Context: an optimization exercise on an open-source flow, tuned for small area, a short achievable clock period and few clock cycles per item. The choices shown serve that exercise and are no tape-out recipe.
RTL that was checked went through simulation tests only; none was proved equivalent to the original.
Power and IR drop assume default switching activity.

==> flow/design.v <==
`timescale 1ns / 1ps
module medfilter2
(
  CLK,
  RSTn,
  Start_sig,
  Done_sig,
  Data_out,
  Rom_addr,
  Rom_data
);
  input CLK;
  input RSTn;
  input Start_sig;
  output Done_sig;
  output [7:0] Data_out;
  output [17:0] Rom_addr;
  input [7:0] Rom_data;
  reg       st1;       
  reg       start_d;
  reg       run;
  reg [1:0] ph;        
  reg       z;         
  reg       first;     
  reg [8:0] rowA;
  reg [8:0] colA;
  reg       zq;        
  reg       done;
  wire start = st1 & ~start_d;
  always @(posedge CLK or negedge RSTn)
    if (!RSTn) begin
      st1     <= 1'b0;
      start_d <= 1'b0;
    end else begin
      st1     <= Start_sig;
      start_d <= st1;
    end
  reg       eor;       
  wire [8:0] row_inc  = rowA + 9'd1;
  wire [8:0] row_dec1 = rowA - 9'd1;
  wire [8:0] row_dec2 = {rowA[8:1] - 8'd1, rowA[0]};
  always @(posedge CLK or negedge RSTn)
    if (!RSTn) begin
      run  <= 1'b0;
      done <= 1'b0;
    end else begin
      if (start)
        run <= 1'b1;
      done <= run & ~start & ph[1] & ~first & ~(~z & colA == 9'd3);
    end
  always @(posedge CLK)
    if (start) begin
      ph    <= 2'd0;
      z     <= 1'b1;
      first <= 1'b1;
      rowA  <= 9'd511;
      colA  <= 9'd0;
      zq    <= 1'b1;
      eor   <= 1'b0;
    end else begin
      ph  <= {ph[0], ~ph[1] & ~ph[0]};
      eor <= ~z & (colA == 9'd511);
      if (ph[1]) begin
        z    <= eor;
        rowA <= eor ? row_dec1 : row_dec2;
        if (!z)
          colA <= colA + 9'd1;
      end else
        rowA <= row_inc;
      zq   <= z | (ph == 2'd0 && rowA == 9'd511) | (ph[1] && rowA == 9'd0);
      if (ph[1] && !z && colA == 9'd2)
        first <= 1'b0;
    end
  assign Rom_addr = {rowA, colA};
  assign Done_sig = done;
  wire g0 = (ph == 2'd0);
  wire g1 = (ph == 2'd1);
  wire g2 = (ph == 2'd2);
  reg [7:0] s0, s1, s2, s3, s4, s5, s6, s7, s8, s9, s10, s11;
  reg [7:0] r0n, r1n, r2n, r3n;    
  reg [7:0] dout;
  wire swa = (g0 | g1) & gt8(s1, s0);
  wire swb = g2 & gt8(s3, s2);
  reg q_bc, q_ac, x1, x2, x3;
  wire gab = x3;
  wire gac = q_ac;
  wire gbc = q_bc;
  wire oa = g1 ? (gab & gac)   : g2 ? (gab ^ gac)    : (~gab & ~gac);
  wire ob = g1 ? (~gab & gbc)  : g2 ? ~(gab ^ gbc)   : (gab & ~gbc);
  wire oc = g1 ? (~gac & ~gbc) : g2 ? (gac ^ gbc)    : (gac & gbc);
  wire [7:0] op3n = ~(({8{oa}} & s11) | ({8{ob}} & s8) | ({8{oc}} & s5));
  reg f1, f1d, f2;
  wire fab = f1d;
  wire fac = f2;
  wire fbc = f1;
  wire [7:0] fmed = ~(({8{fab ^ fac}} & r3n) | ({8{~(fab ^ fbc)}} & r2n) | ({8{fac ^ fbc}} & r1n));
  function gt8;
    input [7:0] a, b;
    reg [7:0] g, p;
    reg [3:0] g2, p2;
    reg [1:0] g4, p4;
    integer i;
    begin
      g = a & ~b;
      p = a | ~b;
      for (i = 0; i < 4; i = i + 1) begin
        g2[i] = g[2*i+1] | p[2*i+1] & g[2*i];
        p2[i] = p[2*i+1] & p[2*i];
      end
      for (i = 0; i < 2; i = i + 1) begin
        g4[i] = g2[2*i+1] | p2[2*i+1] & g2[2*i];
        p4[i] = p2[2*i+1] & p2[2*i];
      end
      gt8 = g4[1] | p4[1] & g4[0];
    end
  endfunction
  always @(posedge CLK) begin
    s0  <= Rom_data & {8{~zq}};
    s1  <= swa ? s1 : s0;
    s2  <= swa ? s0 : s1;
    s3  <= swb ? s3 : s2;
    s4  <= swb ? s2 : s3;
    s5  <= s4;
    s6  <= s5;
    s7  <= s6;
    s8  <= s7;
    s9  <= s8;
    s10 <= s9;
    s11 <= s10;
    q_bc <= gt8(s7, s4);
    q_ac <= gt8(s10, s4);
    x1  <= q_bc;
    x2  <= x1;
    x3  <= x2;
    r0n <= op3n;
    r1n <= r0n;
    r2n <= r1n;
    r3n <= r2n;
    f1  <= gt8(r0n, r1n);
    f2  <= gt8(r0n, r2n);
    f1d <= f1;
    dout <= fmed;
  end
  assign Data_out = dout;
endmodule
clock: 5.5 ns
lec_check: 0
cap_margin: 20
core_margin: 2
core_utilization: 40
cts_buf_list: sky130_fd_sc_hd__clkbuf_8
setup_slack_margin: 3.3
slew_margin: 20
run.sh (not shown) runs the stock make flow with config.mk's settings and CLKGATE_MAP_FILE= SYNTH_SCRIPT=/design/flow/synth_recipe.tcl, a recipe that flattens the netlist after the stock synthesis.
The starting point completed without violations.
Testbench counts at the start, summed over its fixed seeds: cycles 2,363,949, items 786,432.
==> next run, changes <==
--- a/flow/design.v
+++ b/flow/design.v
@@ -22,10 +22,12 @@
   reg [1:0] ph;        
   reg       z;         
   reg       first;     
-  reg [8:0] rowA;
+  reg       up;        
+  reg [9:0] rowA;      
   reg [8:0] colA;
   reg       zq;        
   reg       done;
+  reg       eor;       
   wire start = st1 & ~start_d;
   always @(posedge CLK or negedge RSTn)
     if (!RSTn) begin
@@ -35,43 +37,47 @@
       st1     <= Start_sig;
       start_d <= st1;
     end
-  reg       eor;       
-  wire [8:0] row_inc  = rowA + 9'd1;
-  wire [8:0] row_dec1 = rowA - 9'd1;
-  wire [8:0] row_dec2 = {rowA[8:1] - 8'd1, rowA[0]};
   always @(posedge CLK or negedge RSTn)
     if (!RSTn) begin
-      run  <= 1'b0;
-      done <= 1'b0;
-    end else begin
-      if (start)
-        run <= 1'b1;
-      done <= run & ~start & ph[1] & ~first & ~(~z & colA == 9'd3);
-    end
-  always @(posedge CLK)
-    if (start) begin
+      run   <= 1'b0;
+      ph    <= 2'd0;
+      z     <= 1'b0;
+      first <= 1'b0;
+      up    <= 1'b0;
+      rowA  <= 10'd0;
+      colA  <= 9'd0;
+      zq    <= 1'b0;
+      done  <= 1'b0;
+      eor   <= 1'b0;
+    end else if (start) begin
+      run   <= 1'b1;
       ph    <= 2'd0;
       z     <= 1'b1;
       first <= 1'b1;
-      rowA  <= 9'd511;
+      up    <= 1'b0;
+      rowA  <= 10'd0;
       colA  <= 9'd0;
       zq    <= 1'b1;
+      done  <= 1'b0;
       eor   <= 1'b0;
-    end else begin
+    end else if (run) begin
       ph  <= {ph[0], ~ph[1] & ~ph[0]};
       eor <= ~z & (colA == 9'd511);
       if (ph[1]) begin
-        z    <= eor;
-        rowA <= eor ? row_dec1 : row_dec2;
-        if (!z)
+        z  <= eor;
+        up <= z | ~up;
+        if (z)
+          rowA <= rowA[9] ? 10'd1 : rowA + 10'd1;
+        else
           colA <= colA + 9'd1;
-      end else
-        rowA <= row_inc;
-      zq   <= z | (ph == 2'd0 && rowA == 9'd511) | (ph[1] && rowA == 9'd0);
+      end else if (!z)
+        rowA <= up ? rowA - 10'd1 : rowA + 10'd1;
+      zq   <= z | rowA[9];
+      done <= ph[1] & ~first & ~(~z & colA == 9'd3);
       if (ph[1] && !z && colA == 9'd2)
         first <= 1'b0;
     end
-  assign Rom_addr = {rowA, colA};
+  assign Rom_addr = {rowA[8:0], colA};
   assign Done_sig = done;
   wire g0 = (ph == 2'd0);
   wire g1 = (ph == 2'd1);
The changed run produced a clean layout.
Count of clock-buffer cells in the layout went down by 1.
Sequential power hardly moves.
Core utilization fell by 0.42 points.
Power came out higher by 4.4%.
Clock skew is about the same.
First-iteration DRC count goes down by 27%.
Sequential share of layout area hardly moves.
Final area goes up by 3.7%.
Final cell count is higher by 6.0%.
No functional check of the RTL was part of the second run of this note.

-- re-timing with driven ports --
The results above use ideal ports. As a check the final layouts listed here were re-extracted and re-timed, cells and wires unchanged.
Step 1 assumes that a clkbuf_16 drives the clock port and a buf_2 every other input.
Step 2 also shifts input and output timing later by t, the mid clock arrival at the registers, as if the neighbouring blocks saw the same clock.
Three values: ideal ports, drivers, drivers and shift; two values: the first two.
| run | t (ns) | setup slack, ns | worst setup path at the end | worst register clock-pin slew, ns |
|---|---|---|---|---|
| the first run | 0.474 | 3.349 / 3.317 / 3.452 | register to register | 0.09 / 0.09 |
| the second run | 0.482 | 3.326 / 3.326 / 3.326 | register to register | 0.10 / 0.10 |
After both steps every run listed still meets setup and hold.
